What follows belongs to an exercise in optimizing a design on an open flow for small area; a production flow would make more cautious choices. RTL that was checked went through simulation tests only; none was proved equivalent to the original. The RTL of run 2 was laid out without a check of its function. Power is estimated from default activity; no workload was simulated.

==> flow/config.mk <==
export PLATFORM = sky130hd
export DESIGN_NAME = CoinsMatrixBitMap
export DESIGN_NICKNAME = CoinsMatrixBitMap
export VERILOG_FILES = /design/flow/design.v
export SDC_FILE = /design/flow/constraint.sdc
export NUM_CORES = 8
export LEC_CHECK = 0
export CAP_MARGIN = 20
export CORE_MARGIN = 2
export CORE_UTILIZATION = 30
export PLACE_DENSITY = 0.5
export SLEW_MARGIN = 20
==> flow/constraint.sdc <==
create_clock -name core_clock -period 12.0 [get_ports {clk}]
set_input_delay 2.4000 -clock core_clock [delete_from_list [all_inputs] [get_ports {clk}]]
set_output_delay 2.4000 -clock core_clock [all_outputs]
set_load 0.01 [all_outputs]
==> flow/design.v <==
module	CoinsMatrixBitMap	(	
					input	logic	clk,
					input	logic	resetN,
					input	logic	[10:0] offsetX, 
					input	logic	[10:0] offsetY,
					input	logic	InsideRectangle,  
					input	logic	coinCollision,
					input logic [4:0] randomMapLocationX,
					input logic [3:0] randomMapLocationY,
					input logic placeCoin,		 
					input logic placeMoneyBag,	 
					input logic placeTimeBoost,	 
					output	logic	drawingRequest,  
					output	logic	[7:0] RGBout,   
					output	logic upScore,			 
					output	logic upTime			 
 ) ;
localparam logic [7:0] TRANSPARENT_ENCODING = 8'h00 ; 
localparam  int MAZE_NUMBER_OF_X_LOGICS = 18;
localparam  int MAZE_NUMBER_OF_Y_LOGICS = 12;     
logic pick_anotherCoin_flag ;  
logic pick_anotherMoneyBag_flag ;
logic [3:0] Y_adjustment ;
assign Y_adjustment = (randomMapLocationY[3] & randomMapLocationY[2]) ? {1'b0,randomMapLocationY[2:0]} : randomMapLocationY[3:0] ;
logic offset_inMap ;
logic random_inMap ;
logic [2:0] offsetTile ;
logic [2:0] randomTile ;
assign offset_inMap = (offsetX[9:5] < MAZE_NUMBER_OF_X_LOGICS) && (offsetY[8:5] < MAZE_NUMBER_OF_Y_LOGICS) ;
assign random_inMap = (randomMapLocationX[4:0] < MAZE_NUMBER_OF_X_LOGICS) ;
logic [2:0] MazeBitMapMask [0:MAZE_NUMBER_OF_Y_LOGICS-1] [0:MAZE_NUMBER_OF_X_LOGICS-1] ;
assign offsetTile = offset_inMap ? MazeBitMapMask[offsetY[8:5]][offsetX[9:5]] : 3'h4 ;
assign randomTile = random_inMap ? MazeBitMapMask[Y_adjustment[3:0]][randomMapLocationX[4:0]] : 3'h4 ;
logic [0:MAZE_NUMBER_OF_Y_LOGICS-1] [0:MAZE_NUMBER_OF_X_LOGICS-1] [2:0]  starting_MazeBitMapMask ;
assign starting_MazeBitMapMask = STARTING_MAZE_FLAT ;
localparam logic [MAZE_NUMBER_OF_Y_LOGICS*MAZE_NUMBER_OF_X_LOGICS*3-1:0]  STARTING_MAZE_FLAT= 
{{3'h01, 3'h01, 3'h01, 3'h01, 3'h01, 3'h01, 3'h01, 3'h01, 3'h04, 3'h04, 3'h01, 3'h01, 3'h01, 3'h01, 3'h01, 3'h01, 3'h01, 3'h01},
 {3'h01, 3'h04, 3'h04, 3'h04, 3'h01, 3'h01, 3'h01, 3'h01, 3'h04, 3'h04, 3'h01, 3'h01, 3'h04, 3'h01, 3'h01, 3'h04, 3'h04, 3'h01},
 {3'h01, 3'h01, 3'h01, 3'h01, 3'h01, 3'h01, 3'h01, 3'h01, 3'h01, 3'h01, 3'h01, 3'h01, 3'h01, 3'h01, 3'h01, 3'h01, 3'h01, 3'h01},
 {3'h04, 3'h04, 3'h04, 3'h04, 3'h01, 3'h01, 3'h04, 3'h04, 3'h01, 3'h01, 3'h04, 3'h04, 3'h01, 3'h01, 3'h04, 3'h04, 3'h04, 3'h04},
 {3'h02, 3'h02, 3'h02, 3'h04, 3'h01, 3'h01, 3'h04, 3'h01, 3'h01, 3'h01, 3'h01, 3'h04, 3'h01, 3'h01, 3'h04, 3'h01, 3'h01, 3'h01},
 {3'h02, 3'h04, 3'h02, 3'h04, 3'h01, 3'h01, 3'h01, 3'h01, 3'h04, 3'h04, 3'h01, 3'h01, 3'h01, 3'h01, 3'h04, 3'h01, 3'h04, 3'h01},
 {3'h02, 3'h02, 3'h02, 3'h04, 3'h01, 3'h01, 3'h04, 3'h01, 3'h01, 3'h01, 3'h01, 3'h04, 3'h01, 3'h01, 3'h04, 3'h04, 3'h04, 3'h01},
 {3'h02, 3'h04, 3'h02, 3'h04, 3'h01, 3'h01, 3'h04, 3'h04, 3'h01, 3'h01, 3'h04, 3'h04, 3'h01, 3'h01, 3'h01, 3'h01, 3'h01, 3'h01},
 {3'h02, 3'h04, 3'h02, 3'h04, 3'h01, 3'h01, 3'h01, 3'h01, 3'h01, 3'h01, 3'h01, 3'h01, 3'h01, 3'h01, 3'h01, 3'h01, 3'h01, 3'h01},
 {3'h02, 3'h02, 3'h02, 3'h01, 3'h01, 3'h01, 3'h01, 3'h01, 3'h01, 3'h01, 3'h01, 3'h01, 3'h01, 3'h01, 3'h01, 3'h01, 3'h01, 3'h01},
 {3'h02, 3'h04, 3'h02, 3'h01, 3'h01, 3'h01, 3'h04, 3'h04, 3'h01, 3'h01, 3'h01, 3'h04, 3'h04, 3'h01, 3'h01, 3'h04, 3'h04, 3'h01},
 {3'h02, 3'h02, 3'h02, 3'h04, 3'h01, 3'h01, 3'h01, 3'h01, 3'h01, 3'h01, 3'h01, 3'h01, 3'h01, 3'h01, 3'h01, 3'h01, 3'h01, 3'h01}
 };
logic [11:0] spriteAddr ;
logic [7:0]  spritePixel ;
assign spriteAddr = {offsetTile[1:0] - 2'd1, offsetY[4:0], offsetX[4:0]} ;
always_comb begin
	case (spriteAddr)
		12'h1ad: spritePixel = 8'hfe ;
		12'h1ae: spritePixel = 8'hf8 ;
		12'h1af: spritePixel = 8'hf8 ;
		12'h1b0: spritePixel = 8'hfe ;
		12'h1cc: spritePixel = 8'hfe ;
		12'h1cd: spritePixel = 8'hf8 ;
		12'h1ce: spritePixel = 8'hfd ;
		12'h1cf: spritePixel = 8'hfd ;
		12'h1d0: spritePixel = 8'hf8 ;
		12'h1d1: spritePixel = 8'hfe ;
		12'h1ec: spritePixel = 8'hfe ;
		12'h1ed: spritePixel = 8'hf8 ;
		12'h1ee: spritePixel = 8'hfd ;
		12'h1ef: spritePixel = 8'hf9 ;
		12'h1f0: spritePixel = 8'hf8 ;
		12'h1f1: spritePixel = 8'hf9 ;
		12'h20d: spritePixel = 8'hf9 ;
		12'h20e: spritePixel = 8'hf8 ;
		12'h20f: spritePixel = 8'hf8 ;
		12'h210: spritePixel = 8'hf8 ;
		12'h211: spritePixel = 8'hfe ;
		12'h22e: spritePixel = 8'hf9 ;
		12'h22f: spritePixel = 8'hf9 ;
		12'h230: spritePixel = 8'hfe ;
		12'h46a: spritePixel = 8'h6c ;
		12'h46b: spritePixel = 8'h8c ;
		12'h46c: spritePixel = 8'h8c ;
		12'h46d: spritePixel = 8'hd9 ;
		12'h46e: spritePixel = 8'hf9 ;
		12'h46f: spritePixel = 8'hf9 ;
		12'h470: spritePixel = 8'hd9 ;
		12'h471: spritePixel = 8'hf8 ;
		12'h472: spritePixel = 8'h8d ;
		12'h473: spritePixel = 8'h8c ;
		12'h474: spritePixel = 8'h8c ;
		12'h48a: spritePixel = 8'hf9 ;
		12'h48b: spritePixel = 8'hf9 ;
		12'h48c: spritePixel = 8'hfe ;
		12'h48d: spritePixel = 8'hd4 ;
		12'h48e: spritePixel = 8'hb4 ;
		12'h48f: spritePixel = 8'hd4 ;
		12'h490: spritePixel = 8'hb4 ;
		12'h491: spritePixel = 8'hd4 ;
		12'h492: spritePixel = 8'hfe ;
		12'h493: spritePixel = 8'hfd ;
		12'h494: spritePixel = 8'hf9 ;
		12'h495: spritePixel = 8'h6c ;
		12'h4aa: spritePixel = 8'hd9 ;
		12'h4ab: spritePixel = 8'hb4 ;
		12'h4ad: spritePixel = 8'hb4 ;
		12'h4ae: spritePixel = 8'h90 ;
		12'h4af: spritePixel = 8'h90 ;
		12'h4b0: spritePixel = 8'h90 ;
		12'h4b1: spritePixel = 8'hd5 ;
		12'h4b3: spritePixel = 8'hb4 ;
		12'h4b4: spritePixel = 8'hf9 ;
		12'h4b5: spritePixel = 8'h6c ;
		12'h4cb: spritePixel = 8'hf9 ;
		12'h4cc: spritePixel = 8'hd4 ;
		12'h4d2: spritePixel = 8'hf9 ;
		12'h4d3: spritePixel = 8'hf9 ;
		12'h4eb: spritePixel = 8'hd9 ;
		12'h4ec: spritePixel = 8'hd4 ;
		12'h4ed: spritePixel = 8'hd9 ;
		12'h4ee: spritePixel = 8'hf9 ;
		12'h4ef: spritePixel = 8'hf9 ;
		12'h4f0: spritePixel = 8'hf9 ;
		12'h4f1: spritePixel = 8'hf9 ;
		12'h4f2: spritePixel = 8'hb4 ;
		12'h4f3: spritePixel = 8'hd9 ;
		12'h506: spritePixel = 8'h6c ;
		12'h507: spritePixel = 8'h90 ;
		12'h508: spritePixel = 8'hf9 ;
		12'h509: spritePixel = 8'hf9 ;
		12'h50a: spritePixel = 8'hb4 ;
		12'h50c: spritePixel = 8'hd4 ;
		12'h50d: spritePixel = 8'h90 ;
		12'h50e: spritePixel = 8'hd4 ;
		12'h50f: spritePixel = 8'hd4 ;
		12'h510: spritePixel = 8'hf9 ;
		12'h511: spritePixel = 8'h90 ;
		12'h512: spritePixel = 8'hd5 ;
		12'h514: spritePixel = 8'hb4 ;
		12'h515: spritePixel = 8'hf9 ;
		12'h516: spritePixel = 8'hf9 ;
		12'h517: spritePixel = 8'hf9 ;
		12'h526: spritePixel = 8'hf9 ;
		12'h527: spritePixel = 8'hd8 ;
		12'h528: spritePixel = 8'hd4 ;
		12'h529: spritePixel = 8'hd4 ;
		12'h52a: spritePixel = 8'hb4 ;
		12'h52b: spritePixel = 8'h90 ;
		12'h52e: spritePixel = 8'h90 ;
		12'h52f: spritePixel = 8'hd9 ;
		12'h530: spritePixel = 8'hb0 ;
		12'h533: spritePixel = 8'hd5 ;
		12'h534: spritePixel = 8'hfd ;
		12'h535: spritePixel = 8'hf9 ;
		12'h536: spritePixel = 8'hf9 ;
		12'h537: spritePixel = 8'hfe ;
		12'h538: spritePixel = 8'hd9 ;
		12'h545: spritePixel = 8'hfe ;
		12'h546: spritePixel = 8'hd4 ;
		12'h547: spritePixel = 8'hd4 ;
		12'h548: spritePixel = 8'hb4 ;
		12'h549: spritePixel = 8'hb4 ;
		12'h54a: spritePixel = 8'h90 ;
		12'h54b: spritePixel = 8'hd4 ;
		12'h54c: spritePixel = 8'h90 ;
		12'h54d: spritePixel = 8'h90 ;
		12'h551: spritePixel = 8'h90 ;
		12'h552: spritePixel = 8'h90 ;
		12'h553: spritePixel = 8'hfd ;
		12'h554: spritePixel = 8'hfe ;
		12'h555: spritePixel = 8'hfe ;
		12'h556: spritePixel = 8'hfe ;
		12'h557: spritePixel = 8'hd9 ;
		12'h558: spritePixel = 8'hfe ;
		12'h559: spritePixel = 8'hf9 ;
		12'h565: spritePixel = 8'hfe ;
		12'h566: spritePixel = 8'hd4 ;
		12'h567: spritePixel = 8'hd4 ;
		12'h568: spritePixel = 8'hb4 ;
		12'h569: spritePixel = 8'h8c ;
		12'h56a: spritePixel = 8'hd4 ;
		12'h56b: spritePixel = 8'hd4 ;
		12'h56c: spritePixel = 8'hf9 ;
		12'h56d: spritePixel = 8'hd4 ;
		12'h56e: spritePixel = 8'h90 ;
		12'h56f: spritePixel = 8'hb0 ;
		12'h570: spritePixel = 8'h8c ;
		12'h571: spritePixel = 8'hf9 ;
		12'h572: spritePixel = 8'hf9 ;
		12'h573: spritePixel = 8'hfe ;
		12'h574: spritePixel = 8'hfe ;
		12'h575: spritePixel = 8'hfe ;
		12'h576: spritePixel = 8'hfe ;
		12'h577: spritePixel = 8'hfe ;
		12'h578: spritePixel = 8'hf9 ;
		12'h579: spritePixel = 8'hfe ;
		12'h584: spritePixel = 8'hd9 ;
		12'h585: spritePixel = 8'hb4 ;
		12'h586: spritePixel = 8'hd4 ;
		12'h587: spritePixel = 8'hb0 ;
		12'h588: spritePixel = 8'h8c ;
		12'h589: spritePixel = 8'hd4 ;
		12'h58a: spritePixel = 8'hd4 ;
		12'h58b: spritePixel = 8'hd4 ;
		12'h58c: spritePixel = 8'hb4 ;
		12'h58d: spritePixel = 8'hf9 ;
		12'h58f: spritePixel = 8'hd9 ;
		12'h591: spritePixel = 8'hf9 ;
		12'h592: spritePixel = 8'hfe ;
		12'h593: spritePixel = 8'hfe ;
		12'h594: spritePixel = 8'hfe ;
		12'h595: spritePixel = 8'hfe ;
		12'h596: spritePixel = 8'hfe ;
		12'h597: spritePixel = 8'hfe ;
		12'h598: spritePixel = 8'hfe ;
		12'h599: spritePixel = 8'hfd ;
		12'h59a: spritePixel = 8'hf9 ;
		12'h5a4: spritePixel = 8'hd9 ;
		12'h5a5: spritePixel = 8'hb4 ;
		12'h5a6: spritePixel = 8'h90 ;
		12'h5a7: spritePixel = 8'hb0 ;
		12'h5a8: spritePixel = 8'hd4 ;
		12'h5a9: spritePixel = 8'h8c ;
		12'h5aa: spritePixel = 8'hb4 ;
		12'h5ab: spritePixel = 8'hd4 ;
		12'h5ac: spritePixel = 8'hf9 ;
		12'h5ad: spritePixel = 8'hd4 ;
		12'h5af: spritePixel = 8'hfd ;
		12'h5b1: spritePixel = 8'hf9 ;
		12'h5b2: spritePixel = 8'hfe ;
		12'h5b3: spritePixel = 8'hfe ;
		12'h5b4: spritePixel = 8'hfe ;
		12'h5b5: spritePixel = 8'hfe ;
		12'h5b6: spritePixel = 8'hfe ;
		12'h5b7: spritePixel = 8'hfe ;
		12'h5b8: spritePixel = 8'hf9 ;
		12'h5b9: spritePixel = 8'hfe ;
		12'h5ba: spritePixel = 8'hfd ;
		12'h5c4: spritePixel = 8'hd9 ;
		12'h5c5: spritePixel = 8'hb4 ;
		12'h5c6: spritePixel = 8'hb4 ;
		12'h5c7: spritePixel = 8'hd9 ;
		12'h5c8: spritePixel = 8'hb4 ;
		12'h5c9: spritePixel = 8'hd4 ;
		12'h5ca: spritePixel = 8'hb4 ;
		12'h5cb: spritePixel = 8'hd4 ;
		12'h5cc: spritePixel = 8'hb4 ;
		12'h5d2: spritePixel = 8'hfe ;
		12'h5d3: spritePixel = 8'hfe ;
		12'h5d4: spritePixel = 8'hfe ;
		12'h5d5: spritePixel = 8'hfe ;
		12'h5d6: spritePixel = 8'hfe ;
		12'h5d7: spritePixel = 8'hfd ;
		12'h5d8: spritePixel = 8'hfe ;
		12'h5d9: spritePixel = 8'hf9 ;
		12'h5da: spritePixel = 8'hd9 ;
		12'h5e4: spritePixel = 8'hd9 ;
		12'h5e5: spritePixel = 8'hb4 ;
		12'h5e6: spritePixel = 8'h90 ;
		12'h5e7: spritePixel = 8'hd9 ;
		12'h5e8: spritePixel = 8'hf9 ;
		12'h5e9: spritePixel = 8'hb4 ;
		12'h5ea: spritePixel = 8'hb0 ;
		12'h5eb: spritePixel = 8'hb4 ;
		12'h5ed: spritePixel = 8'hd4 ;
		12'h5ef: spritePixel = 8'hd9 ;
		12'h5f1: spritePixel = 8'hfe ;
		12'h5f3: spritePixel = 8'hfe ;
		12'h5f4: spritePixel = 8'hfe ;
		12'h5f5: spritePixel = 8'hfa ;
		12'h5f6: spritePixel = 8'hfd ;
		12'h5f7: spritePixel = 8'hfe ;
		12'h5f8: spritePixel = 8'hd9 ;
		12'h5f9: spritePixel = 8'hfd ;
		12'h5fa: spritePixel = 8'hd9 ;
		12'h604: spritePixel = 8'hd9 ;
		12'h605: spritePixel = 8'hb4 ;
		12'h606: spritePixel = 8'hd4 ;
		12'h607: spritePixel = 8'hb0 ;
		12'h608: spritePixel = 8'h90 ;
		12'h609: spritePixel = 8'hb4 ;
		12'h60a: spritePixel = 8'h90 ;
		12'h60b: spritePixel = 8'hd4 ;
		12'h60d: spritePixel = 8'hd9 ;
		12'h60f: spritePixel = 8'hd9 ;
		12'h611: spritePixel = 8'hfe ;
		12'h613: spritePixel = 8'hfe ;
		12'h614: spritePixel = 8'hf9 ;
		12'h615: spritePixel = 8'hfd ;
		12'h616: spritePixel = 8'hfd ;
		12'h617: spritePixel = 8'hfd ;
		12'h618: spritePixel = 8'hfd ;
		12'h619: spritePixel = 8'hf9 ;
		12'h61a: spritePixel = 8'hf9 ;
		12'h624: spritePixel = 8'hd9 ;
		12'h625: spritePixel = 8'hb4 ;
		12'h626: spritePixel = 8'hb0 ;
		12'h627: spritePixel = 8'hb4 ;
		12'h628: spritePixel = 8'hd4 ;
		12'h629: spritePixel = 8'h8c ;
		12'h62a: spritePixel = 8'hd4 ;
		12'h62b: spritePixel = 8'hd4 ;
		12'h62c: spritePixel = 8'hd4 ;
		12'h62f: spritePixel = 8'hb4 ;
		12'h631: spritePixel = 8'hd9 ;
		12'h632: spritePixel = 8'hf9 ;
		12'h633: spritePixel = 8'hf9 ;
		12'h634: spritePixel = 8'hf9 ;
		12'h635: spritePixel = 8'hf9 ;
		12'h636: spritePixel = 8'hfd ;
		12'h637: spritePixel = 8'hd9 ;
		12'h638: spritePixel = 8'hd9 ;
		12'h639: spritePixel = 8'hd9 ;
		12'h63a: spritePixel = 8'hf9 ;
		12'h644: spritePixel = 8'hd9 ;
		12'h645: spritePixel = 8'hb4 ;
		12'h646: spritePixel = 8'hd4 ;
		12'h647: spritePixel = 8'hb4 ;
		12'h648: spritePixel = 8'h90 ;
		12'h649: spritePixel = 8'hd4 ;
		12'h64a: spritePixel = 8'h90 ;
		12'h64b: spritePixel = 8'hd4 ;
		12'h64c: spritePixel = 8'hd4 ;
		12'h64d: spritePixel = 8'hb4 ;
		12'h651: spritePixel = 8'hd9 ;
		12'h652: spritePixel = 8'hf9 ;
		12'h653: spritePixel = 8'hd9 ;
		12'h654: spritePixel = 8'hf9 ;
		12'h655: spritePixel = 8'hf9 ;
		12'h656: spritePixel = 8'hf9 ;
		12'h657: spritePixel = 8'hf9 ;
		12'h658: spritePixel = 8'hf9 ;
		12'h659: spritePixel = 8'hd4 ;
		12'h65a: spritePixel = 8'hf9 ;
		12'h664: spritePixel = 8'hd9 ;
		12'h665: spritePixel = 8'hb4 ;
		12'h666: spritePixel = 8'h90 ;
		12'h667: spritePixel = 8'hb0 ;
		12'h668: spritePixel = 8'hd4 ;
		12'h669: spritePixel = 8'h90 ;
		12'h66a: spritePixel = 8'hd4 ;
		12'h66b: spritePixel = 8'h90 ;
		12'h66c: spritePixel = 8'hb4 ;
		12'h66d: spritePixel = 8'hb4 ;
		12'h66f: spritePixel = 8'hd4 ;
		12'h672: spritePixel = 8'hd9 ;
		12'h673: spritePixel = 8'hb4 ;
		12'h674: spritePixel = 8'hf9 ;
		12'h675: spritePixel = 8'hd4 ;
		12'h676: spritePixel = 8'hd4 ;
		12'h677: spritePixel = 8'hf9 ;
		12'h678: spritePixel = 8'hd4 ;
		12'h679: spritePixel = 8'hf9 ;
		12'h67a: spritePixel = 8'hd9 ;
		12'h684: spritePixel = 8'hd9 ;
		12'h685: spritePixel = 8'hb4 ;
		12'h686: spritePixel = 8'hd4 ;
		12'h687: spritePixel = 8'hb0 ;
		12'h688: spritePixel = 8'h90 ;
		12'h689: spritePixel = 8'hd4 ;
		12'h68a: spritePixel = 8'h90 ;
		12'h68b: spritePixel = 8'hd4 ;
		12'h68d: spritePixel = 8'hd4 ;
		12'h68f: spritePixel = 8'hd4 ;
		12'h691: spritePixel = 8'hd9 ;
		12'h693: spritePixel = 8'hf9 ;
		12'h694: spritePixel = 8'hb4 ;
		12'h695: spritePixel = 8'hf9 ;
		12'h696: spritePixel = 8'hf9 ;
		12'h697: spritePixel = 8'hd4 ;
		12'h698: spritePixel = 8'hd9 ;
		12'h699: spritePixel = 8'hd4 ;
		12'h69a: spritePixel = 8'hd9 ;
		12'h6a4: spritePixel = 8'hd9 ;
		12'h6a5: spritePixel = 8'hb4 ;
		12'h6a6: spritePixel = 8'hd4 ;
		12'h6a7: spritePixel = 8'hd4 ;
		12'h6a8: spritePixel = 8'hb4 ;
		12'h6a9: spritePixel = 8'h8c ;
		12'h6aa: spritePixel = 8'hd4 ;
		12'h6ab: spritePixel = 8'h90 ;
		12'h6ad: spritePixel = 8'h90 ;
		12'h6af: spritePixel = 8'hb4 ;
		12'h6b1: spritePixel = 8'hb4 ;
		12'h6b3: spritePixel = 8'hd5 ;
		12'h6b4: spritePixel = 8'hd4 ;
		12'h6b5: spritePixel = 8'hd4 ;
		12'h6b6: spritePixel = 8'hd4 ;
		12'h6b7: spritePixel = 8'hd4 ;
		12'h6b8: spritePixel = 8'hd4 ;
		12'h6b9: spritePixel = 8'hd4 ;
		12'h6ba: spritePixel = 8'hd9 ;
		12'h6c5: spritePixel = 8'h90 ;
		12'h6c6: spritePixel = 8'h24 ;
		12'h6c7: spritePixel = 8'h8c ;
		12'h6c8: spritePixel = 8'hd4 ;
		12'h6c9: spritePixel = 8'hb4 ;
		12'h6ca: spritePixel = 8'h8c ;
		12'h6cb: spritePixel = 8'hd4 ;
		12'h6cc: spritePixel = 8'h90 ;
		12'h6d2: spritePixel = 8'hb4 ;
		12'h6d3: spritePixel = 8'hb4 ;
		12'h6d4: spritePixel = 8'hb4 ;
		12'h6d5: spritePixel = 8'hd4 ;
		12'h6d6: spritePixel = 8'hd0 ;
		12'h6d7: spritePixel = 8'hb4 ;
		12'h6d9: spritePixel = 8'hd4 ;
		12'h6e5: spritePixel = 8'hd5 ;
		12'h6e6: spritePixel = 8'h90 ;
		12'h6e7: spritePixel = 8'h24 ;
		12'h6e9: spritePixel = 8'hd4 ;
		12'h6ea: spritePixel = 8'hb4 ;
		12'h6eb: spritePixel = 8'h90 ;
		12'h6ec: spritePixel = 8'hd4 ;
		12'h6ed: spritePixel = 8'h90 ;
		12'h6ef: spritePixel = 8'h90 ;
		12'h6f1: spritePixel = 8'h90 ;
		12'h6f2: spritePixel = 8'hd4 ;
		12'h6f3: spritePixel = 8'hb0 ;
		12'h6f4: spritePixel = 8'hd4 ;
		12'h6f5: spritePixel = 8'hd4 ;
		12'h6f6: spritePixel = 8'hd5 ;
		12'h6f8: spritePixel = 8'hb0 ;
		12'h6f9: spritePixel = 8'hb4 ;
		12'h705: spritePixel = 8'h90 ;
		12'h706: spritePixel = 8'h24 ;
		12'h707: spritePixel = 8'h8c ;
		12'h708: spritePixel = 8'hd4 ;
		12'h709: spritePixel = 8'h90 ;
		12'h70a: spritePixel = 8'h90 ;
		12'h70b: spritePixel = 8'hd4 ;
		12'h70c: spritePixel = 8'h90 ;
		12'h70d: spritePixel = 8'hb4 ;
		12'h70f: spritePixel = 8'hd4 ;
		12'h711: spritePixel = 8'hb0 ;
		12'h712: spritePixel = 8'hb0 ;
		12'h713: spritePixel = 8'hd4 ;
		12'h714: spritePixel = 8'h90 ;
		12'h715: spritePixel = 8'h90 ;
		12'h716: spritePixel = 8'h90 ;
		12'h717: spritePixel = 8'hb4 ;
		12'h719: spritePixel = 8'h90 ;
		12'h726: spritePixel = 8'hd5 ;
		12'h727: spritePixel = 8'hb4 ;
		12'h728: spritePixel = 8'hd4 ;
		12'h729: spritePixel = 8'hd4 ;
		12'h72a: spritePixel = 8'hb4 ;
		12'h72b: spritePixel = 8'h90 ;
		12'h72c: spritePixel = 8'h90 ;
		12'h72d: spritePixel = 8'h90 ;
		12'h72e: spritePixel = 8'h90 ;
		12'h72f: spritePixel = 8'h90 ;
		12'h730: spritePixel = 8'h90 ;
		12'h731: spritePixel = 8'hb0 ;
		12'h732: spritePixel = 8'h90 ;
		12'h733: spritePixel = 8'h90 ;
		12'h734: spritePixel = 8'hd4 ;
		12'h735: spritePixel = 8'hd4 ;
		12'h736: spritePixel = 8'hb0 ;
		12'h737: spritePixel = 8'hd4 ;
		12'h738: spritePixel = 8'hb4 ;
		12'h74b: spritePixel = 8'hd4 ;
		12'h74c: spritePixel = 8'hd4 ;
		12'h74d: spritePixel = 8'hd4 ;
		12'h74e: spritePixel = 8'hd4 ;
		12'h74f: spritePixel = 8'hd4 ;
		12'h750: spritePixel = 8'hd4 ;
		12'h751: spritePixel = 8'hd4 ;
		12'h752: spritePixel = 8'hd4 ;
		12'h753: spritePixel = 8'hd4 ;
		12'h8ed: spritePixel = 8'h64 ;
		12'h8ee: spritePixel = 8'h6c ;
		12'h8ef: spritePixel = 8'h6c ;
		12'h8f0: spritePixel = 8'h64 ;
		12'h8f1: spritePixel = 8'h64 ;
		12'h8f2: spritePixel = 8'h24 ;
		12'h90d: spritePixel = 8'hcc ;
		12'h90e: spritePixel = 8'hf8 ;
		12'h90f: spritePixel = 8'hf8 ;
		12'h910: spritePixel = 8'hfc ;
		12'h911: spritePixel = 8'hfc ;
		12'h912: spritePixel = 8'h90 ;
		12'h92d: spritePixel = 8'h20 ;
		12'h92e: spritePixel = 8'h64 ;
		12'h92f: spritePixel = 8'hf0 ;
		12'h930: spritePixel = 8'hd0 ;
		12'h931: spritePixel = 8'h24 ;
		12'h932: spritePixel = 8'h20 ;
		12'h94f: spritePixel = 8'h6c ;
		12'h950: spritePixel = 8'h24 ;
		12'h96c: spritePixel = 8'h20 ;
		12'h96d: spritePixel = 8'h60 ;
		12'h96e: spritePixel = 8'ha0 ;
		12'h96f: spritePixel = 8'ha0 ;
		12'h970: spritePixel = 8'ha0 ;
		12'h971: spritePixel = 8'ha0 ;
		12'h972: spritePixel = 8'h60 ;
		12'h98b: spritePixel = 8'h60 ;
		12'h98c: spritePixel = 8'h80 ;
		12'h98d: spritePixel = 8'ha0 ;
		12'h98e: spritePixel = 8'ha4 ;
		12'h98f: spritePixel = 8'hd6 ;
		12'h990: spritePixel = 8'hd6 ;
		12'h991: spritePixel = 8'ha0 ;
		12'h992: spritePixel = 8'hc0 ;
		12'h993: spritePixel = 8'h80 ;
		12'h994: spritePixel = 8'h60 ;
		12'h9aa: spritePixel = 8'h60 ;
		12'h9ab: spritePixel = 8'ha0 ;
		12'h9ac: spritePixel = 8'hac ;
		12'h9ad: spritePixel = 8'hfa ;
		12'h9ae: spritePixel = 8'hff ;
		12'h9af: spritePixel = 8'hff ;
		12'h9b1: spritePixel = 8'hff ;
		12'h9b2: spritePixel = 8'hd1 ;
		12'h9b3: spritePixel = 8'ha4 ;
		12'h9b4: spritePixel = 8'hc0 ;
		12'h9b5: spritePixel = 8'h60 ;
		12'h9ca: spritePixel = 8'ha0 ;
		12'h9cb: spritePixel = 8'hd1 ;
		12'h9cc: spritePixel = 8'hff ;
		12'h9cd: spritePixel = 8'hff ;
		12'h9ce: spritePixel = 8'hff ;
		12'h9cf: spritePixel = 8'hff ;
		12'h9d1: spritePixel = 8'hff ;
		12'h9d2: spritePixel = 8'hff ;
		12'h9d3: spritePixel = 8'hff ;
		12'h9d4: spritePixel = 8'had ;
		12'h9d5: spritePixel = 8'ha0 ;
		12'h9e9: spritePixel = 8'h80 ;
		12'h9ea: spritePixel = 8'ha4 ;
		12'h9eb: spritePixel = 8'hff ;
		12'h9ec: spritePixel = 8'hff ;
		12'h9ed: spritePixel = 8'hff ;
		12'h9ee: spritePixel = 8'hff ;
		12'h9ef: spritePixel = 8'hff ;
		12'h9f1: spritePixel = 8'hff ;
		12'h9f2: spritePixel = 8'hff ;
		12'h9f3: spritePixel = 8'hff ;
		12'h9f4: spritePixel = 8'hd6 ;
		12'h9f5: spritePixel = 8'hc0 ;
		12'h9f6: spritePixel = 8'h60 ;
		12'ha08: spritePixel = 8'h20 ;
		12'ha09: spritePixel = 8'ha0 ;
		12'ha0a: spritePixel = 8'had ;
		12'ha0b: spritePixel = 8'hff ;
		12'ha0c: spritePixel = 8'hff ;
		12'ha0d: spritePixel = 8'hff ;
		12'ha0e: spritePixel = 8'hff ;
		12'ha0f: spritePixel = 8'hff ;
		12'ha11: spritePixel = 8'hff ;
		12'ha12: spritePixel = 8'hff ;
		12'ha13: spritePixel = 8'hff ;
		12'ha14: spritePixel = 8'hff ;
		12'ha15: spritePixel = 8'ha4 ;
		12'ha16: spritePixel = 8'hc0 ;
		12'ha17: spritePixel = 8'h20 ;
		12'ha28: spritePixel = 8'h20 ;
		12'ha29: spritePixel = 8'h80 ;
		12'ha2a: spritePixel = 8'hff ;
		12'ha2c: spritePixel = 8'hff ;
		12'ha2d: spritePixel = 8'hff ;
		12'ha31: spritePixel = 8'hff ;
		12'ha32: spritePixel = 8'hff ;
		12'ha33: spritePixel = 8'hff ;
		12'ha35: spritePixel = 8'hfa ;
		12'ha36: spritePixel = 8'ha0 ;
		12'ha37: spritePixel = 8'h20 ;
		12'ha48: spritePixel = 8'h20 ;
		12'ha49: spritePixel = 8'h80 ;
		12'ha4a: spritePixel = 8'hff ;
		12'ha4c: spritePixel = 8'hff ;
		12'ha4d: spritePixel = 8'hff ;
		12'ha4e: spritePixel = 8'hff ;
		12'ha4f: spritePixel = 8'hff ;
		12'ha50: spritePixel = 8'hff ;
		12'ha51: spritePixel = 8'hff ;
		12'ha52: spritePixel = 8'hff ;
		12'ha53: spritePixel = 8'hff ;
		12'ha55: spritePixel = 8'ha4 ;
		12'ha56: spritePixel = 8'ha0 ;
		12'ha57: spritePixel = 8'h20 ;
		12'ha68: spritePixel = 8'h20 ;
		12'ha69: spritePixel = 8'ha0 ;
		12'ha6a: spritePixel = 8'had ;
		12'ha6b: spritePixel = 8'hff ;
		12'ha6c: spritePixel = 8'hff ;
		12'ha6d: spritePixel = 8'hff ;
		12'ha6e: spritePixel = 8'hff ;
		12'ha6f: spritePixel = 8'hff ;
		12'ha70: spritePixel = 8'hff ;
		12'ha71: spritePixel = 8'hff ;
		12'ha72: spritePixel = 8'hff ;
		12'ha73: spritePixel = 8'hff ;
		12'ha74: spritePixel = 8'hff ;
		12'ha75: spritePixel = 8'ha4 ;
		12'ha76: spritePixel = 8'ha0 ;
		12'ha77: spritePixel = 8'h20 ;
		12'ha89: spritePixel = 8'h80 ;
		12'ha8a: spritePixel = 8'ha0 ;
		12'ha8b: spritePixel = 8'hff ;
		12'ha8c: spritePixel = 8'hff ;
		12'ha8d: spritePixel = 8'hff ;
		12'ha8e: spritePixel = 8'hff ;
		12'ha8f: spritePixel = 8'hff ;
		12'ha90: spritePixel = 8'hff ;
		12'ha91: spritePixel = 8'hff ;
		12'ha92: spritePixel = 8'hff ;
		12'ha93: spritePixel = 8'hff ;
		12'ha94: spritePixel = 8'hd6 ;
		12'ha95: spritePixel = 8'hc0 ;
		12'ha96: spritePixel = 8'h60 ;
		12'haaa: spritePixel = 8'ha0 ;
		12'haab: spritePixel = 8'hd1 ;
		12'haac: spritePixel = 8'hff ;
		12'haad: spritePixel = 8'hff ;
		12'haae: spritePixel = 8'hff ;
		12'haaf: spritePixel = 8'hff ;
		12'hab0: spritePixel = 8'hff ;
		12'hab1: spritePixel = 8'hff ;
		12'hab2: spritePixel = 8'hff ;
		12'hab3: spritePixel = 8'hff ;
		12'hab4: spritePixel = 8'had ;
		12'hab5: spritePixel = 8'ha0 ;
		12'haca: spritePixel = 8'h60 ;
		12'hacb: spritePixel = 8'ha0 ;
		12'hacc: spritePixel = 8'ha4 ;
		12'hacd: spritePixel = 8'hfa ;
		12'hace: spritePixel = 8'hff ;
		12'had1: spritePixel = 8'hff ;
		12'had2: spritePixel = 8'hd5 ;
		12'had3: spritePixel = 8'ha4 ;
		12'had4: spritePixel = 8'hc0 ;
		12'had5: spritePixel = 8'h60 ;
		12'haeb: spritePixel = 8'h60 ;
		12'haec: spritePixel = 8'h80 ;
		12'haed: spritePixel = 8'ha0 ;
		12'haee: spritePixel = 8'h84 ;
		12'haef: spritePixel = 8'hd1 ;
		12'haf0: spritePixel = 8'hd1 ;
		12'haf1: spritePixel = 8'ha0 ;
		12'haf2: spritePixel = 8'hc0 ;
		12'haf3: spritePixel = 8'h80 ;
		12'haf4: spritePixel = 8'h60 ;
		12'hb0c: spritePixel = 8'h20 ;
		12'hb0d: spritePixel = 8'h60 ;
		12'hb0e: spritePixel = 8'ha0 ;
		12'hb0f: spritePixel = 8'ha0 ;
		12'hb10: spritePixel = 8'ha0 ;
		12'hb11: spritePixel = 8'ha0 ;
		12'hb12: spritePixel = 8'h60 ;
		default: spritePixel = 8'h00 ;
	endcase
end
always_ff@(posedge clk or negedge resetN)
begin
	if(!resetN) begin
		RGBout <=	8'h00;
		for (int y = 0; y < MAZE_NUMBER_OF_Y_LOGICS; y++)
			for (int x = 0; x < MAZE_NUMBER_OF_X_LOGICS; x++)
				MazeBitMapMask[y][x] <= starting_MazeBitMapMask[y][x] ;
		pick_anotherCoin_flag <= 1'b0 ;
		pick_anotherMoneyBag_flag <= 1'b0 ;
		upScore <= 1'b0 ;
		upTime <= 1'b0 ;
	end  
	else begin
		RGBout <= TRANSPARENT_ENCODING ; 
		pick_anotherCoin_flag <= 1'b0 ;
		pick_anotherMoneyBag_flag <= 1'b0 ; 
		upScore <= 1'b0 ;
		upTime <= 1'b0 ;
		if (InsideRectangle == 1'b1 ) begin
			case (offsetTile)
				3'h01 : RGBout <= spritePixel ;	 
				3'h02 : RGBout <= spritePixel ;	 
				3'h03 : RGBout <= spritePixel ;	 
				default: RGBout <= TRANSPARENT_ENCODING ;
			endcase
			if (coinCollision == 1'b1) begin									  
				if (offset_inMap)
					MazeBitMapMask[offsetY[8:5]][offsetX[9:5]] <= 0	;		 
				case (offsetTile)
					3'h02 : upScore <= 1'b1 ;
					3'h03 : upTime <= 1'b1 ;
					default: begin
									upScore <= 1'b0 ;
									upTime <= 1'b0 ;
					end  
				endcase
			end
		end  
		if ( placeCoin	|| pick_anotherCoin_flag ) begin	
			if (randomTile == 0) begin
				MazeBitMapMask[Y_adjustment[3:0]][randomMapLocationX[4:0]] <= 3'h01;
				pick_anotherCoin_flag <= 1'b0 ;
			end
			else pick_anotherCoin_flag <= 1'b1;
		end  
		if ( placeMoneyBag	|| pick_anotherMoneyBag_flag ) begin	
			if (randomTile == 0) begin
				MazeBitMapMask[Y_adjustment[3:0]][randomMapLocationX[4:0]] <= 3'h02;
				pick_anotherMoneyBag_flag <= 1'b0;
			end
			else pick_anotherMoneyBag_flag <= 1'b1;
		end  
		if ( placeTimeBoost == 1'b1 )
			MazeBitMapMask[5][15] <= 3'h03;
	end  
end  
assign drawingRequest = (RGBout != TRANSPARENT_ENCODING ) ? 1'b1 : 1'b0 ;  
endmodule
==> flow/run.sh <==
#!/bin/bash
# synth_recipe.tcl (not shown) runs the flow's synth.tcl, then flattens the netlist and writes it again
# the make line also repeats each setting of config.mk as NAME=value (left out here)
make -C /OpenROAD-flow-scripts/flow DESIGN_CONFIG=/design/flow/config.mk WORK_HOME=/design/flow/orfs CLKGATE_MAP_FILE= SYNTH_SCRIPT=/design/flow/synth_recipe.tcl finish
==> results_dict.tcl, run 1 <==
set metrics [dict create \
    die_w_um 385.2 \
    placedInstanceArea_um2 48100 \
    synth-seq-cells 660 \
    drt_first_pass_iters 10 \
    timing.rr.start "MazeBitMapMask[182][0]$_DFF_PN0_" \
    ioPinCount 49 \
    synth_common_cells "527 x o21ai_0, 490 x nand2_1, 456 x clkbuf_1, 444 x dfrtp_1, 273 x a31oi_1" \
    post-route-drc-count 0 \
    ir_drop_mv 0.1234 \
    holdPathStages 1 \
    yosysUniqueCellTypes 98 \
    criticalPathCategory "in -> reg" \
    hold_start "MazeBitMapMask[187][2]$_DFF_PN1_" \
    drv_cap 0 \
    wl_per_cell_um 62.92 \
    hold_class "reg -> reg" \
    num-fill-cells 15150 \
    numPortBuffers 45 \
    rsz0062_at_grt "false" \
    grt_usage_pct 59.75 \
    reg2regPathDepth 12 \
    cp.required_ns 12.61 \
    finalPower_w 0.007402 \
    htreeDepth 3 \
    clock_skew_ns 0.07076 \
    cts_hold_buf 0 \
    grt_first_pass_wirelength_mm 576.2 \
    finalHoldViolations 0 \
    routed_wl_mm 454.9 \
    cts-root-buf "clkbuf_16" \
    num_rows 139 \
    yosysWarnings 2 \
    worst_skew_pair.late_latency_ns 0.78 \
    leakage_nw 18.01 \
    max_freq_mhz 97.25 \
    dp_hpwl_mm 322.3 \
    area_delta_synth_final_pct 17.84 \
    num_vias 59730 \
    rr_endpoint "MazeBitMapMask[29][0]$_DFF_PN1_" \
    setup_viol 0 \
    syn_area_per_cell_um2 8.352 \
    ctsLongestPathBuffers 3 \
    antenna_found_initial 106 \
    r2r_slack_ns 6.13 \
    synth_cells 5219 \
    cts_made_buffers 84 \
    maxSlewViolCount 0 \
    fin_nets 5219 \
    cp_max_fo 28 \
    min_period_over_period_pct 85.69 \
    cts_tree "built" \
    fin_ws_ns 1.717 \
    hold_end "MazeBitMapMask[187][2]$_DFF_PN1_" \
    cp-end-kind "flop" \
    async_flop_share_pct 100.0 \
    final.setup.tns_ns 0 \
    start_util_pct 30.27 \
    fin_area_um2 51370 \
    routabilityCongestion 1.156 \
    vias_per_cell 8.262 \
    fin_crit_ns 10.28 \
    tightest_slew_ns 1.373 \
    crit_arrival_ns 10.89 \
    synth_most_common_cell "o21ai_0" \
    ys_seq_area_share_pct 38.51 \
    syn_nets 5272 \
    layout-drive-gt1-share_pct 18.26 \
    status "complete, no violations" \
    mappedNetlistArea_um2 43590 \
    cts_resized 0 \
    postCtsSetupBuffers 0 \
    die_h_um 385.2 \
    die_area_um2 148400 \
    design.core.area_um2 144000 \
    ant_nets 0 \
    clkTransAtPathRegs_ns 0.07 \
    slew_headroom_pct 8.270 \
    synth_edf_count 0 \
    numClockSinks 660 \
    synth_top_area_share_pct 25.49 \
    grt_max_degree 148 \
    drtIter0Drc 12650 \
    grt_pass1_vias 52370 \
    power_density_nw_per_um2 144.1 \
    startpoint_type "input pin" \
    synth_flop_cell "dfrtp_1" \
    place_ws_ns 1.803 \
    synthTopCellsByArea "dfrtp_1 25%, dfstp_2 13%, o21ai_0 6.1%" \
    synth_area_leader_cell "dfrtp_1" \
    overflow 0 \
]
==> layout make-up <==
cell class	count	area, um^2	area share (%)
antenna	90	225.2	0.4384
clock buffer	116	2362	4.599
clock inverter	40	541.8	1.055
inverter	15	56.30	0.1096
multi-input combinational	3969	25310	49.28
sequential	660	16790	32.68
tap	1903	2381	4.635
timing repair buffer	436	3702	7.208
==> where the power goes <==
group	total [W]	switching, W	internal, W
clock network	0.00280	0.00121	0.00159
registers	0.00226	0.0000179	0.00224
logic	0.00234	0.00194	0.000407
total	0.00740	0.00317	0.00423
==> registers in the layout (all words and copies together), names as in the netlist <==
signal	count
MazeBitMapMask	648
RGBout	8
pick_anotherCoin_flag	1
pick_anotherMoneyBag_flag	1
upScore	1
upTime	1
==> cells in the final DEF (no fill, tap or decap), types with 29 or more instances in the layout <==
master	instances
o22ai_1	102
a221oi_1	50
a21oi_1	205
a31oi_1	272
diode_2	90
o21ai_1	70
buf_4	364
mux2i_1	38
nor2_2	29
a22oi_1	211
nand4_1	124
o21a_1	110
a311oi_1	29
dfrtp_1	444
nand2_1	475
o211ai_1	46
dfstp_2	216
nand3_1	203
o21ai_0	524
nor3_1	103
and3_1	45
and2_1	84
a2bb2oi_1	93
a22o_1	43
nor2_4	29
nor4_1	48
clkdlybuf4s50_1	43
a222oi_1	41
a32oi_1	77
clkbuf_16	84
a211oi_1	50
a21boi_0	126
nor2_1	211
==> critical path, cell delays in order <==
cell,delay (ns)
clkdlybuf4s50_1,0.78
nor2b_1,0.33
ha_1,0.22
ha_1,0.56
nand2_1,0.23
xnor2_2,0.15
buf_4,0.30
nor3_1,0.23
o21ai_1,0.93
o21ai_0,0.49
o41ai_1,0.67
nand3_1,0.15
a211oi_1,0.65
nand4_1,0.47
nor4_1,0.49
a21o_4,0.39
buf_12,0.25
buf_4,0.48
a31oi_1,0.21
a31oi_1,0.42
==> stage by stage <==
step	std cells	utilization, %	hold WS, ns
floorplan	5219	-	0.4434
global placement	6977	33.38	0.4545
detailed placement	6978	33.40	0.4601
CTS	7134	35.42	0.4692
global route	7159	35.55	0.4766
finish	7229	35.67	0.4701
==> routing by layer <==
| layer | GRT usage (%) | share of wire, % |
|---|---|---|
| met1 | 68.19 | 35 |
| met2 | 75.75 | 37 |
| met3 | 38.01 | 17 |
| met4 | 50.42 | 11 |
| met5 | 6.823 | 0.33 |
==> worst max path at each step <==
stage                          start                              end  slack [ns]  cells past startpoint
6_report       randomMapLocationY[3]  MazeBitMapMask[29][0]$_DFF_PN1_        1.72                     20
5_1_grt        randomMapLocationY[3]  MazeBitMapMask[83][0]$_DFF_PN0_        2.02                     21
4_1_cts        randomMapLocationY[3]  MazeBitMapMask[29][0]$_DFF_PN1_        2.54                     19
3_5_place_dp   randomMapLocationY[3]  MazeBitMapMask[29][0]$_DFF_PN1_        1.80                     19
3_3_place_gp   randomMapLocationY[3]  MazeBitMapMask[29][0]$_DFF_PN1_        1.79                     19
2_1_floorplan  randomMapLocationY[3]  MazeBitMapMask[61][0]$_DFF_PN0_        5.01                     23
==> logic make-up (layout without fill, tap and decap cells) <==
logic type               count (synthesis)  in the layout  share of synthesized area (%)
AO/OA/AOI/OAI                         2341           2341                          36.59
AND/OR/NAND/NOR                       1533           1533                          17.05
flip-flops                             660            660                          38.51
buffers and inverters                  590            607                          5.391
multiplexers                            61             61                          1.464
XOR/XNOR                                19             19                         0.5253
adder cells (fa/ha/maj)                 15             15                         0.4650
other                                    0             90                              0
==> run 2, diff against run 1 <==
--- a/flow/design.v
+++ b/flow/design.v
@@ -16,39 +16,43 @@
 					output	logic upTime			 
  ) ;
-localparam logic [7:0] TRANSPARENT_ENCODING = 8'h00 ; 
-localparam  int MAZE_NUMBER_OF_X_LOGICS = 18;
-localparam  int MAZE_NUMBER_OF_Y_LOGICS = 12;     
-logic pick_anotherCoin_flag ;  
+localparam int NX = 18 ;
+localparam int NY = 12 ;
+localparam logic [NX*NY-1:0] P_INIT = 216'hfffde673dffffffff5fccd637b7af3d7b7b70ccc3ffff9b3c7fcff ;
+localparam logic [NX*NY-1:0] Q_INIT = 216'h3d98c70001c000f0333dc84f50c3c484ff333c000064c380300 ;
+localparam logic [NX*NY-1:0] PQ_TILE = 216'h2198c200000000a03329c84870c284848f333c000064c380300 ;
+logic [NX*NY-1:0] P, Q, nonEmpty ;
+logic pick_anotherCoin_flag ;
 logic pick_anotherMoneyBag_flag ;
-logic [3:0] Y_adjustment ;
-assign Y_adjustment = (randomMapLocationY[3] & randomMapLocationY[2]) ? {1'b0,randomMapLocationY[2:0]} : randomMapLocationY[3:0] ;
+logic [4:0] oX ; logic [3:0] oY ;
+assign oX = offsetX[9:5] ;
+assign oY = offsetY[8:5] ;
 logic offset_inMap ;
+assign offset_inMap = (oX < NX) && (oY < NY) ;
+logic [3:0] rY ; logic [4:0] rX ;
+assign rY = (randomMapLocationY[3] & randomMapLocationY[2]) ? {1'b0,randomMapLocationY[2:0]} : randomMapLocationY ;
+assign rX = randomMapLocationX ;
 logic random_inMap ;
-logic [2:0] offsetTile ;
-logic [2:0] randomTile ;
-assign offset_inMap = (offsetX[9:5] < MAZE_NUMBER_OF_X_LOGICS) && (offsetY[8:5] < MAZE_NUMBER_OF_Y_LOGICS) ;
-assign random_inMap = (randomMapLocationX[4:0] < MAZE_NUMBER_OF_X_LOGICS) ;
-logic [2:0] MazeBitMapMask [0:MAZE_NUMBER_OF_Y_LOGICS-1] [0:MAZE_NUMBER_OF_X_LOGICS-1] ;
-assign offsetTile = offset_inMap ? MazeBitMapMask[offsetY[8:5]][offsetX[9:5]] : 3'h4 ;
-assign randomTile = random_inMap ? MazeBitMapMask[Y_adjustment[3:0]][randomMapLocationX[4:0]] : 3'h4 ;
-logic [0:MAZE_NUMBER_OF_Y_LOGICS-1] [0:MAZE_NUMBER_OF_X_LOGICS-1] [2:0]  starting_MazeBitMapMask ;
-assign starting_MazeBitMapMask = STARTING_MAZE_FLAT ;
-localparam logic [MAZE_NUMBER_OF_Y_LOGICS*MAZE_NUMBER_OF_X_LOGICS*3-1:0]  STARTING_MAZE_FLAT= 
-{{3'h01, 3'h01, 3'h01, 3'h01, 3'h01, 3'h01, 3'h01, 3'h01, 3'h04, 3'h04, 3'h01, 3'h01, 3'h01, 3'h01, 3'h01, 3'h01, 3'h01, 3'h01},
- {3'h01, 3'h04, 3'h04, 3'h04, 3'h01, 3'h01, 3'h01, 3'h01, 3'h04, 3'h04, 3'h01, 3'h01, 3'h04, 3'h01, 3'h01, 3'h04, 3'h04, 3'h01},
- {3'h01, 3'h01, 3'h01, 3'h01, 3'h01, 3'h01, 3'h01, 3'h01, 3'h01, 3'h01, 3'h01, 3'h01, 3'h01, 3'h01, 3'h01, 3'h01, 3'h01, 3'h01},
- {3'h04, 3'h04, 3'h04, 3'h04, 3'h01, 3'h01, 3'h04, 3'h04, 3'h01, 3'h01, 3'h04, 3'h04, 3'h01, 3'h01, 3'h04, 3'h04, 3'h04, 3'h04},
- {3'h02, 3'h02, 3'h02, 3'h04, 3'h01, 3'h01, 3'h04, 3'h01, 3'h01, 3'h01, 3'h01, 3'h04, 3'h01, 3'h01, 3'h04, 3'h01, 3'h01, 3'h01},
- {3'h02, 3'h04, 3'h02, 3'h04, 3'h01, 3'h01, 3'h01, 3'h01, 3'h04, 3'h04, 3'h01, 3'h01, 3'h01, 3'h01, 3'h04, 3'h01, 3'h04, 3'h01},
- {3'h02, 3'h02, 3'h02, 3'h04, 3'h01, 3'h01, 3'h04, 3'h01, 3'h01, 3'h01, 3'h01, 3'h04, 3'h01, 3'h01, 3'h04, 3'h04, 3'h04, 3'h01},
- {3'h02, 3'h04, 3'h02, 3'h04, 3'h01, 3'h01, 3'h04, 3'h04, 3'h01, 3'h01, 3'h04, 3'h04, 3'h01, 3'h01, 3'h01, 3'h01, 3'h01, 3'h01},
- {3'h02, 3'h04, 3'h02, 3'h04, 3'h01, 3'h01, 3'h01, 3'h01, 3'h01, 3'h01, 3'h01, 3'h01, 3'h01, 3'h01, 3'h01, 3'h01, 3'h01, 3'h01},
- {3'h02, 3'h02, 3'h02, 3'h01, 3'h01, 3'h01, 3'h01, 3'h01, 3'h01, 3'h01, 3'h01, 3'h01, 3'h01, 3'h01, 3'h01, 3'h01, 3'h01, 3'h01},
- {3'h02, 3'h04, 3'h02, 3'h01, 3'h01, 3'h01, 3'h04, 3'h04, 3'h01, 3'h01, 3'h01, 3'h04, 3'h04, 3'h01, 3'h01, 3'h04, 3'h04, 3'h01},
- {3'h02, 3'h02, 3'h02, 3'h04, 3'h01, 3'h01, 3'h01, 3'h01, 3'h01, 3'h01, 3'h01, 3'h01, 3'h01, 3'h01, 3'h01, 3'h01, 3'h01, 3'h01}
- };
+assign random_inMap = (rX < NX) ;
+logic oP, oQ, rNonEmpty ;
+logic [1:0] oPQ ;
+logic [NX-1:0] Prow [NY] ; logic [NX-1:0] Qrow [NY] ; logic [NX-1:0] Nrow [NY] ;
+logic [NY-1:0] Pc, Qc, Nc ;
+always_comb for (int y = 0; y < NY; y++) begin
+  Prow[y] = P[y*NX +: NX] ; Qrow[y] = Q[y*NX +: NX] ; Nrow[y] = nonEmpty[y*NX +: NX] ;
+  Pc[y] = Prow[y][oX] ; Qc[y] = Qrow[y][oX] ; Nc[y] = Nrow[y][rX] ;
+end
+assign oPQ = offset_inMap ? {Pc[oY], Qc[oY]} : 2'b01 ;
+assign oP = oPQ[1] ;
+assign oQ = oPQ[0] ;
+assign rNonEmpty = random_inMap ? Nc[rY] : 1'b1 ;
+logic is515 ;
+assign is515 = (oY == 4'd5) && (oX == 5'd15) ;
+logic code1, code2, code3 ;
+assign code1 = oP & ~oQ ;
+assign code2 = oP & oQ ;
+assign code3 = ~oP & oQ & is515 ;
 logic [11:0] spriteAddr ;
 logic [7:0]  spritePixel ;
-assign spriteAddr = {offsetTile[1:0] - 2'd1, offsetY[4:0], offsetX[4:0]} ;
+assign spriteAddr = {~oP, code2, offsetY[4:0], offsetX[4:0]} ;
 always_comb begin
 	case (spriteAddr)
@@ -651,60 +655,78 @@
 	endcase
 end
+logic erase, coinTry, bagTry, randEmpty, wrCoin, wrBag, wrRand ;
+assign erase = InsideRectangle & coinCollision ;
+assign coinTry = placeCoin | pick_anotherCoin_flag ;
+assign bagTry = placeMoneyBag | pick_anotherMoneyBag_flag ;
+assign randEmpty = ~rNonEmpty ;
+assign wrCoin = coinTry & randEmpty ;
+assign wrBag = bagTry & randEmpty ;
+assign wrRand = wrCoin | wrBag ;
+logic [NX-1:0] colO, colR ;
+logic [NY-1:0] rowO, rowR ;
+always_comb begin
+	for (int x = 0; x < NX; x++) begin
+		colO[x] = (oX == x) ;
+		colR[x] = (rX == x) ;
+	end
+	for (int y = 0; y < NY; y++) begin
+		rowO[y] = (oY == y) ;
+		rowR[y] = (rY == y) ;
+	end
+end
+logic [NY-1:0] rowRW, rowRB, rowOE ;
+assign rowRW = rowR & {NY{wrRand}} ;
+assign rowRB = rowR & {NY{wrBag}} ;
+assign rowOE = rowO & {NY{erase}} ;
+genvar gy, gx ;
+generate
+	for (gy = 0; gy < NY; gy++) begin : row
+		for (gx = 0; gx < NX; gx++) begin : col
+			localparam int I = gy*NX+gx ;
+			logic rs, rsb, oe ;
+			assign rs = rowRW[gy] & colR[gx] ;
+			assign rsb = rowRB[gy] & colR[gx] ;
+			assign oe = rowOE[gy] & colO[gx] ;
+			if (PQ_TILE[I]) begin : pq
+				assign nonEmpty[I] = P[I] | Q[I] ;
+			end else begin : p
+				assign nonEmpty[I] = P[I] ;
+			end
+			logic Pn, Qn ;
+			if ((gy == 5) && (gx == 15)) begin : tb
+				assign Pn = ~placeTimeBoost & (rs | (~oe & P[I])) ;
+				assign Qn = placeTimeBoost | rsb | (~rs & ~oe & Q[I]) ;
+			end else begin : n
+				assign Pn = rs | (~oe & P[I]) ;
+				assign Qn = rsb | (~rs & ~oe & Q[I]) ;
+			end
+			always_ff @(posedge clk or negedge resetN) begin
+				if (!resetN) begin
+					P[I] <= P_INIT[I] ;
+					Q[I] <= Q_INIT[I] ;
+				end else begin
+					P[I] <= Pn ;
+					Q[I] <= Qn ;
+				end
+			end
+		end
+	end
+endgenerate
 always_ff@(posedge clk or negedge resetN)
 begin
 	if(!resetN) begin
-		RGBout <=	8'h00;
-		for (int y = 0; y < MAZE_NUMBER_OF_Y_LOGICS; y++)
-			for (int x = 0; x < MAZE_NUMBER_OF_X_LOGICS; x++)
-				MazeBitMapMask[y][x] <= starting_MazeBitMapMask[y][x] ;
+		RGBout <= 8'h00 ;
 		pick_anotherCoin_flag <= 1'b0 ;
 		pick_anotherMoneyBag_flag <= 1'b0 ;
 		upScore <= 1'b0 ;
 		upTime <= 1'b0 ;
-	end  
-	else begin
-		RGBout <= TRANSPARENT_ENCODING ; 
-		pick_anotherCoin_flag <= 1'b0 ;
-		pick_anotherMoneyBag_flag <= 1'b0 ; 
-		upScore <= 1'b0 ;
-		upTime <= 1'b0 ;
-		if (InsideRectangle == 1'b1 ) begin
-			case (offsetTile)
-				3'h01 : RGBout <= spritePixel ;	 
-				3'h02 : RGBout <= spritePixel ;	 
-				3'h03 : RGBout <= spritePixel ;	 
-				default: RGBout <= TRANSPARENT_ENCODING ;
-			endcase
-			if (coinCollision == 1'b1) begin									  
-				if (offset_inMap)
-					MazeBitMapMask[offsetY[8:5]][offsetX[9:5]] <= 0	;		 
-				case (offsetTile)
-					3'h02 : upScore <= 1'b1 ;
-					3'h03 : upTime <= 1'b1 ;
-					default: begin
-									upScore <= 1'b0 ;
-									upTime <= 1'b0 ;
-					end  
-				endcase
-			end
-		end  
-		if ( placeCoin	|| pick_anotherCoin_flag ) begin	
-			if (randomTile == 0) begin
-				MazeBitMapMask[Y_adjustment[3:0]][randomMapLocationX[4:0]] <= 3'h01;
-				pick_anotherCoin_flag <= 1'b0 ;
-			end
-			else pick_anotherCoin_flag <= 1'b1;
-		end  
-		if ( placeMoneyBag	|| pick_anotherMoneyBag_flag ) begin	
-			if (randomTile == 0) begin
-				MazeBitMapMask[Y_adjustment[3:0]][randomMapLocationX[4:0]] <= 3'h02;
-				pick_anotherMoneyBag_flag <= 1'b0;
-			end
-			else pick_anotherMoneyBag_flag <= 1'b1;
-		end  
-		if ( placeTimeBoost == 1'b1 )
-			MazeBitMapMask[5][15] <= 3'h03;
-	end  
-end  
-assign drawingRequest = (RGBout != TRANSPARENT_ENCODING ) ? 1'b1 : 1'b0 ;  
+	end else begin
+		RGBout <= (InsideRectangle & offset_inMap & (code1 | code2 | code3)) ? spritePixel : 8'h00 ;
+		pick_anotherCoin_flag <= coinTry & ~randEmpty ;
+		pick_anotherMoneyBag_flag <= bagTry & ~randEmpty ;
+		upScore <= erase & offset_inMap & code2 ;
+		upTime <= erase & offset_inMap & code3 ;
+	end
+end
+assign drawingRequest = (RGBout != 8'h00) ;
 endmodule
==> run 2 against run 1 <==
Compared with the run above:
- hold slack improved by 0.017 ns
- sequential share of layout area increased by 3.9 points
- clock power decreased by 44%
- synthesized cell count decreased by 42%
- clock-buffer cell count decreased by 29
- sequential cell count decreased by 216
- global-route usage decreased by 32 points
- maximum frequency increased by 38%
- via count decreased by 53%
- design area decreased by 39%
- power decreased by 47%
- sequential power decreased by 24%
- largest power group is now registers
==> results_dict.tcl, run 2 <==
set metrics [dict create \
    slowest_stage "and2_0" \
    power_density_nw_per_um2 125.2 \
    finalHoldViolations 0 \
    drt_first_pass_iters 7 \
    async_flop_share_pct 100.0 \
    finalPower_w 0.003902 \
    hold_class "reg -> reg" \
    synth_cells 3045 \
    grt.met3_usage_pct 7.084 \
    die_h_um 309.9 \
    grt_pass1_vias 26760 \
    drv_cap 0 \
    layout-drive-gt1-share_pct 19.97 \
    yosysWarnings 4 \
    routabilityCongestion 1.009 \
    grt_first_pass_wirelength_mm 197.9 \
    syn_area_per_cell_um2 9.218 \
    worstPathCellList "buf_8 > buf_4 > nor2b_1 > and2_0 > a22oi_1 > o21ai_0 > o31ai_1 > o2111a_1 > and2_1 > nor3_1 > o2111ai_1 > a311oi_1" \
    syn_nets 3083 \
    num_rows 112 \
    fin_nets 2969 \
    design.core.area_um2 93050 \
    post-route-drc-count 0 \
    r2r_slack_ns 7.08 \
    vias_per_cell 6.580 \
    clock_skew_ns 0.04535 \
    ys_seq_area_share_pct 40.63 \
    overflow 0 \
    fin_crit_ns 7.473 \
    cts-root-buf "clkbuf_16" \
    max_freq_mhz 133.8 \
    cp.required_ns 12.47 \
    synth_top_area_share_pct 22.09 \
    worst_skew_pair.late_latency_ns 0.64 \
    leakage_nw 10.92 \
    yosysUniqueCellTypes 91 \
    ioPinCount 49 \
    most-common-layout-cells "716 x o21ai_0, 236 x dfstp_2, 208 x dfrtp_1, 196 x nor2_1, 184 x nand2_1" \
    synth_area_leader_cell "dfstp_2" \
    mappedNetlistArea_um2 28070 \
    max_stage_delay_ns 1.07 \
    crit_arrival_ns 7.95 \
    layout_commonest_cell "o21ai_0" \
    cts_resized 0 \
    ant_nets 0 \
    cp-end-kind "flop" \
    grt_max_degree 160 \
    numPortBuffers 45 \
    drtIter0Drc 4219 \
    top_usage_layer "met2" \
    cp_max_fo 67 \
    use_met1_pct 37.62 \
    die_w_um 309.9 \
    rsz0062_at_grt "false" \
    postCtsSetupBuffers 0 \
    start_util_pct 30.17 \
    numClockSinks 444 \
    setup_viol 0 \
    fin_area_um2 31150 \
    clkTransAtPathRegs_ns 0.06 \
    insertedDiodeCount 0 \
    synth-seq-cells 444 \
    synth_common_cells "716 x o21ai_0, 236 x dfstp_2, 221 x clkbuf_1, 208 x dfrtp_1, 197 x nor2_1" \
    placedInstanceArea_um2 29540 \
    min_period_over_period_pct 62.27 \
    routed_wl_mm 136.8 \
    top_regs "P (216), Q (216), RGBout (8)" \
    status "complete, no violations" \
    cts_made_buffers 51 \
    num_vias 27820 \
    maxSlewViolCount 0 \
    ir_drop_mv 0.1209 \
    htreeDepth 2 \
    slew_headroom_pct 13.17 \
    synth_most_common_cell "o21ai_0" \
    synth_edf_count 0 \
    dp_hpwl_mm 88.79 \
    cts_tree "built" \
    final.setup.tns_ns 0 \
    die_area_um2 96030 \
    synthTopCellsByArea "dfstp_2 22%, dfrtp_1 19%, o21ai_0 13%" \
    grt_usage_pct 27.99 \
    wl_per_cell_um 32.36 \
    startpoint_type "input pin" \
    grt_use_met2_pct 42.11 \
    criticalPathCategory "in -> reg" \
    synth_flop_cell "dfstp_2" \
    ctsLongestPathBuffers 3 \
    cts_hold_buf 0 \
    area_delta_synth_final_pct 10.99 \
    antenna_found_initial 2 \
    tightest_slew_ns 1.299 \
]
==> run 2: cell count changes after synthesis, moves of 108 or more <==
| cell | previous run | this run |
|---|---|---|
| nand2_1 | 490 | 188 |
| a31oi_1 | 273 | 26 |
| dfrtp_1 | 444 | 208 |
| clkbuf_1 | 456 | 221 |
| o21ai_0 | 527 | 716 |
| a22oi_1 | 211 | 47 |
| a21oi_1 | 210 | 78 |
| nand3_1 | 204 | 72 |
| a21boi_0 | 126 | 2 |
| o21a_1 | 112 | 4 |
==> run 2: power by group <==
| group | switching [W] | leakage, nW | total (W) | internal [W] |
|---|---|---|---|---|
| Combinational | 0.000422 | 4.84 | 0.000633 | 0.000211 |
| Sequential | 0.0000665 | 5.30 | 0.00171 | 0.00165 |
| Clock | 0.000681 | 0.779 | 0.00156 | 0.000875 |
| Total | 0.00117 | 10.9 | 0.00390 | 0.00273 |
==> run 2: logic make-up (layout without fill, tap and decap cells) <==
kind of cell | after synthesis | in the layout | share of synthesized area [%]
AO/OA/AOI/OAI | 1305 | 1305 | 28.07
AND/OR/NAND/NOR | 740 | 740 | 13.83
buffers and inverters | 325 | 254 | 5.010
XOR/XNOR | 5 | 5 | 0.1560
flip-flops | 444 | 444 | 40.63
multiplexers | 226 | 226 | 12.29
==> run 2: critical path: cells and delay by family <==
| family | cells | cell delay [ns] |
|---|---|---|
| AND/OR/NAND/NOR | 4 | 2.47 |
| buffers and inverters | 2 | 1.14 |
| AO/OA/AOI/OAI | 6 | 1.85 |
==> run 2: layout make-up <==
type	count	area, um^2
Clock buffer	87	1503
Tap cell	1254	1569
Multi-Input combinational cell	2276	15340
Sequential cell	444	11410
Fill cell	9746	61900
Timing Repair Buffer	143	1166
Clock inverter	9	112.6
Inverter	15	56.30
==> run 2: per-layer routing <==
layer	share of wire, %	up-vias
li1	-	11490
met1	40	14150
met2	44	1776
met3	11	407
met4	5.4	0
met5	0	-
==> run 2: worst paths after layout <==
| kind | from | to | cells after the start |
|---|---|---|---|
| worst max-delay path | offsetX[5] | RGBout[1]$_DFF_PN0_ | 12 |
| worst min-delay path | P[58]$_DFF_PN1_ | P[58]$_DFF_PN1_ | 2 |
| worst max register to register | P[123]$_DFF_PN0_ | P[68]$_DFF_PN0_ | 10 |
| worst min register to register | P[58]$_DFF_PN1_ | P[58]$_DFF_PN1_ | 2 |
| max in group asynchronous | resetN | P[127]$_DFF_PN0_ | 3 |
| min in group asynchronous | resetN | Q[153]$_DFF_PN0_ | 1 |
==> run 2: per-stage QoR <==
| step | cells | hold slack [ns] | utilization, % | setup slack, ns |
|---|---|---|---|---|
| floorplan | 3045 | 0.4614 | - | 6.652 |
| global placement | 4132 | 0.4779 | 31.74 | 4.105 |
| detailed placement | 4132 | 0.4768 | 31.74 | 4.097 |
| CTS | 4228 | 0.4874 | 33.48 | 4.651 |
| global route | 4228 | 0.5112 | 33.48 | 4.364 |
| finish | 4228 | 0.4875 | 33.48 | 4.527 |

[separate check: timing with driven ports]
How much do the figures lean on ideal ports? The routed layouts below were timed once more, with nothing changed but the port constraints.
Step 1 sets driving cells, clkbuf_16 on the clock port and buf_2 on the other inputs (assumed; they add their load-dependent delay and slew).
Step 2 also shifts input and output timing later by t, the mid clock arrival at the registers, as if the neighbouring blocks saw the same clock.
Three values: ideal ports, drivers, drivers and shift; two values: the first two.
run | t, ns | slack for setup (ns) | hold WS [ns]
run 1 | 0.826 | 1.717 / 1.763 / 0.937 | 0.470 / 0.470 / 0.470
run 2 | 0.681 | 4.527 / 4.464 / 3.782 | 0.488 / 0.488 / 0.488
After both steps every run listed still meets setup and hold. The setup slack of run 1, which loses most, moves by +0.046 ns with the drivers and by -0.780 ns with both steps.
